Background: an optimization exercise with open tools, aiming at small area and a short achievable clock period. Do not read the settings as production practice.
The RTL was checked by simulation tests, not by an equivalence proof against the original design.
No activity file was given, so power comes from the tool's default toggle rates.

==> 03-05 <==
==> flow/design.v <==
`timescale 1 ns / 100 ps
module counter(out, enable, reset, clock);
  output [7:0] 	out;
  input 	clock, reset, enable;
  reg [7:0] 	out;
 always @ (posedge clock or posedge reset)
  if(reset)
    out <= 8'h00;
  else if(enable)
    if(out == 8'h5F)  
    	out <= 8'h00;
    else  out <= out+1;
endmodule
`timescale 1 ns / 100 ps
module fifo (size, data_out, full, empty, halffull, halfempty, data_in, write, read, clk_actual, rst);
    output [7:0] data_out;
    output       full;
    output       empty;
    output       halfempty;
    output       halffull;
    output [7:0] size;
    input  [7:0] data_in;
    input        write, read;
    input        clk_actual, rst;
    reg  [7:0] data_out;
    reg        full, empty, halffull, halfempty;
    reg  [6:0] n;           
    reg        w;           
    reg        nz;          
    reg        nf;          
    reg  [7:0] mem [0:95];
    assign size = {1'b0, n};
    wire wa = write & nf;   
    wire ra = read & nz;    
    integer i;
    always @(posedge clk_actual)
        if (wa) begin
            mem[0] <= data_in;
            for (i = 1; i < 96; i = i + 1)
                mem[i] <= mem[i-1];
        end
    wire [7:0]  lo;
    wire [12:0] hi;
    genvar g;
    generate
        for (g = 0; g < 8; g = g + 1) begin : dlo
            assign lo[g] = (n[2:0] == g);
        end
        for (g = 0; g < 13; g = g + 1) begin : dhi
            assign hi[g] = (n[6:3] == g);
        end
    endgenerate
    reg [7:0] rd;
    integer p;
    always @* begin
        rd = 8'h00;
        for (p = 0; p < 96; p = p + 1)
            rd = rd | ({8{lo[(p+1)%8] & hi[(p+1)/8]}} & mem[p]);
    end
    always @(posedge clk_actual)
        if (ra) data_out <= rd;
    wire [6:0] n_inc = n + 7'd1;
    wire [6:0] n_dec = n - 7'd1;
    wire [6:0] n_next = (wa & ~ra) ? n_inc : (ra & ~wa) ? n_dec : n;
    always @(posedge clk_actual or posedge rst)
        if (rst) begin
            n <= 7'd0;
            nz <= 1'b0;
            nf <= 1'b1;
            w <= 1'b0;
            full <= 1'b0;
            empty <= 1'b1;
            halffull <= 1'b0;
            halfempty <= 1'b0;
        end else begin
            n <= n_next;
            nz <= (n_next != 7'd0);
            nf <= (n_next != 7'd96);
            if (ra) w <= 1'b0;
            else if (wa) w <= 1'b1;
            full <= ~nf | (w & full);
            empty <= ~nz | (~w & empty);
            halffull <= (n == 7'd48) & w;
            halfempty <= (n == 7'd48) & ~w;
        end
endmodule
==> flow/run.sh <==
#!/bin/bash
# synth_recipe.tcl (not shown) runs the flow's synth.tcl, then flattens the netlist and writes it again
# the make line also repeats each setting of config.mk as NAME=value (left out here)
make -C /OpenROAD-flow-scripts/flow DESIGN_CONFIG=/design/flow/config.mk WORK_HOME=/design/flow/orfs CLKGATE_MAP_FILE= SYNTH_SCRIPT=/design/flow/synth_recipe.tcl finish
==> flow/config.mk <==
export PLATFORM = sky130hd
export DESIGN_NAME = fifo
export DESIGN_NICKNAME = fifo
export VERILOG_FILES = /design/flow/design.v
export SDC_FILE = /design/flow/constraint.sdc
export NUM_CORES = 4
export LEC_CHECK = 0
export CAP_MARGIN = 20
export CORE_MARGIN = 2
export CORE_UTILIZATION = 40
export SETUP_SLACK_MARGIN = 0.4
export SLEW_MARGIN = 20
==> flow/constraint.sdc <==
create_clock -name core_clock -period 5.0 [get_ports {clk_actual}]
set_input_delay 1.0000 -clock core_clock [delete_from_list [all_inputs] [get_ports {clk_actual}]]
set_output_delay 1.0000 -clock core_clock [all_outputs]
set_load 0.01 [all_outputs]
==> 05-03 (differences from 03-05) <==
==> flow/design.v (replaced) <==
`timescale 1 ns / 100 ps
module counter(out, enable, reset, clock);
  output [7:0] 	out;
  input 	clock, reset, enable;
  reg [7:0] 	out;
 always @ (posedge clock or posedge reset)
  if(reset)
    out <= 8'h00;
  else if(enable)
    if(out == 8'h5F)  
    	out <= 8'h00;
    else  out <= out+1;
endmodule
`timescale 1 ns / 100 ps
module fifo (size, data_out, full, empty, halffull, halfempty, data_in, write, read, clk_actual, rst);
    output [7:0] data_out;
    output       full;
    output       empty;
    output       halfempty;
    output       halffull;
    output [7:0] size;
    input  [7:0] data_in;
    input        write, read;
    input        clk_actual, rst;
    reg  [7:0]  data_out;
    wire        empty;
    reg         full, empty_n, halffull, halfempty;
    assign      empty = ~empty_n;
    reg  [6:0]  n;           
    reg  [7:0]  lo;          
    reg  [12:0] hi;          
    reg         w;           
    reg         nz;          
    reg         fl;          
    reg  [7:0]  mem [0:95];
    assign size = {1'b0, n};
    wire wa = write & ~fl;   
    wire ra = read & nz;    
    integer i;
    always @(posedge clk_actual)
        if (wa) begin
            mem[0] <= data_in;
            for (i = 1; i < 96; i = i + 1)
                mem[i] <= mem[i-1];
        end
    reg [7:0] col [0:7];
    reg [7:0] rd;
    integer g, k;
    always @* begin
        for (k = 0; k < 8; k = k + 1) begin
            col[k] = 8'h00;
            for (g = 0; g < 13; g = g + 1)
                if (8*g + k >= 1 && 8*g + k <= 96)
                    col[k] = col[k] | ({8{hi[g]}} & mem[8*g + k - 1]);
        end
        rd = 8'h00;
        for (k = 0; k < 8; k = k + 1)
            rd = rd | ({8{lo[k] & ra}} & col[k]);
    end
    always @(posedge clk_actual)
        data_out <= rd | ({8{~ra}} & data_out);
    wire inc = wa & ~ra;
    wire dec = ra & ~wa;
    reg  [6:0]  n_up, n_dn;
    integer b;
    always @* begin
        for (b = 0; b < 7; b = b + 1) begin
            n_up[b] = n[b] ^ ((n & ((7'd1 << b) - 7'd1)) == ((7'd1 << b) - 7'd1));
            n_dn[b] = n[b] ^ ((n & ((7'd1 << b) - 7'd1)) == 7'd0);
        end
    end
    wire [7:0]  lo_up = {lo[6:0], lo[7]};
    wire [7:0]  lo_dn = {lo[0], lo[7:1]};
    wire [12:0] hi_up = lo[7] ? {hi[11:0], 1'b0} : hi;
    wire [12:0] hi_dn = lo[0] ? {1'b0, hi[12:1]} : hi;
    wire is1  = lo[1] & hi[0];
    wire is95 = lo[7] & hi[11];
    wire is48 = lo[0] & hi[6];
    always @(posedge clk_actual or posedge rst)
        if (rst) begin
            n <= 7'd0;
            lo <= 8'd1;
            hi <= 13'd1;
            nz <= 1'b0;
            fl <= 1'b0;
            w <= 1'b0;
            full <= 1'b0;
            empty_n <= 1'b0;
            halffull <= 1'b0;
            halfempty <= 1'b0;
        end else begin
            if (inc) begin
                n <= n_up;
                lo <= lo_up;
                hi <= hi_up;
            end else if (dec) begin
                n <= n_dn;
                lo <= lo_dn;
                hi <= hi_dn;
            end
            nz <= inc | (nz & ~(dec & is1));
            fl <= ~dec & (fl | (inc & is95));
            if (ra) w <= 1'b0;
            else if (wa) w <= 1'b1;
            full <= fl | (w & full);
            empty_n <= nz & (w | empty_n);
            halffull <= is48 & w;
            halfempty <= is48 & ~w;
        end
endmodule
==> flow/flow/run.sh (new file) <==
#!/bin/bash
# Layout flow: the standard ORFS flow (standard.sh), with clock tree
# synthesis set to larger sink clusters and no dummy loads, buf_4 as the port
# buffer, and repair free to change a cell's footprint. Make's output goes to
# flow_make.log here; each ORFS step keeps its own log under orfs/logs/.
set -euo pipefail
CTS="-sink_clustering_enable -repair_clock_nets -dont_use_dummy_load"
CTS="$CTS -sink_clustering_size 25 -sink_clustering_max_diameter 90"
bash standard.sh MATCH_CELL_FOOTPRINT=0 "CTS_ARGS=$CTS" \
  "BUFFER_PORTS_ARGS=-buffer_cell sky130_fd_sc_hd__buf_4" finish > flow_make.log 2>&1
==> flow/standard.sh (new file) <==
#!/bin/bash
# synth_recipe.tcl (not shown) runs the flow's synth.tcl, then flattens the netlist and writes it again
# the make line also repeats each setting of config.mk as NAME=value (left out here)
make -C /OpenROAD-flow-scripts/flow DESIGN_CONFIG=/design/flow/config.mk WORK_HOME=/design/flow/orfs CLKGATE_MAP_FILE= SYNTH_SCRIPT=/design/flow/synth_recipe.tcl "${@:-finish}"
CORE_UTILIZATION = 55   (was 40)
SETUP_SLACK_MARGIN = 3.0   (was 0.4)
TNS_END_PERCENT = 5   (was default)
removed: flow/run.sh
==> notes <==
- In non-clock buffer count, 03-05 and 05-03 do not differ.
- Between 03-05 and 05-03, the lower first-iteration DRC count is in 05-03 (gap 110%, measured against 05-03).
- In 05-03 the power is smaller than in 03-05, by 32%.
- Between 05-03 and 03-05, the lower clock power is in 05-03 (gap about 44%, measured against 03-05).
- Between 05-03 and 03-05, the lower flip-flop and latch count is in 03-05 (gap 21).
- Worst setup slack: 03-05 is worse than 05-03 (1.7 ns).
- In 03-05 the clock skew is higher than in 05-03, by 0.0065 ns.
- Of 05-03 and 03-05, 03-05 has the higher combinational power (gap about 80%, measured against 03-05).
- Via count: 03-05 is larger than 05-03 (about 28%).
- In 03-05 the count of clock-buffer cells in the layout is higher than in 05-03, by 59.
- Of 05-03 and 03-05, 05-03 has the higher register-to-register slack (gap 1.7 ns).
==> figures <==
| quantity | 03-05 | 05-03 |
|---|---|---|
| Run status | no timing/DRC/antenna violations | no timing/DRC/antenna violations |
| Area enclosed by the die boundary | 76880 µm² | 55070 µm² |
| Synthesized area per cell | 17.93 µm² | 19.31 µm² |
| GRT Overall Usage | 0.2893 | 0.2614 |
| Maximum frequency from static timing analysis | 257.1 MHz | 452.5 MHz |
| Register clock-pin slew on the reported worst setup and hold paths | 0.06 ns | 0.09 ns |
| Period utilization | 0.7778 | 0.4420 |
| CP Max Fanout | 13 | 6 |
| Leakage | 10.56 nW | 10.59 nW |
| Clock latency on the worst-skew pair | 0.67 ns | 0.59 ns |
| Bufs and invs on worst path | 2 | 1 |
| Data arrival time of the worst path | 4.26 ns | 2.65 ns |
| Destination of the critical timing path | data_out[6] | data_out[3] |
| Number of setup buffers added after CTS | 0 | 42 |
| Antenna cells | 4 | 0 |
| Core Box Area | 74200 µm² | 52550 µm² |
| Met1 Routed Length | 39.09 mm | 30.19 mm |
| Placed Area | 32020 µm² | 30250 µm² |
| Clock sinks | 790 | 811 |
| Clk_skew | 0.03770 ns | 0.03118 ns |
| Cell Rows | 100 | 84 |
| Vias post-DR | 19920 | 15620 |
| Number of tap instances | 969 | 688 |

what the ideal ports hide:
The results above use ideal ports. As a check the final layouts listed here were re-extracted and re-timed, cells and wires unchanged. Step 1: set_driving_cell puts a clkbuf_16 on clk_actual and a buf_2 on each other input, an assumption about the parent block. Step 2 moves the port delays by t, midway between the first and last clock arrival at a register: inputs arrive t later, outputs are due t later. That takes back most of the time a late clock gives input paths. Slacks: ideal / step 1 / step 2; pairs: ideal / step 1.
run | t, ns | setup slack, ns | worst setup path at the end | pins driven straight from the clock port
03-05 | 0.712 | 1.111 / 1.111 / 1.100 | input to register | 1
05-03 | 0.639 | 2.790 / 2.790 / 2.207 | input to register | 1
After both steps every run listed still meets setup and hold. The setup slack of 05-03, which loses most, moves by 0.000 ns with the drivers and by -0.583 ns with both steps.
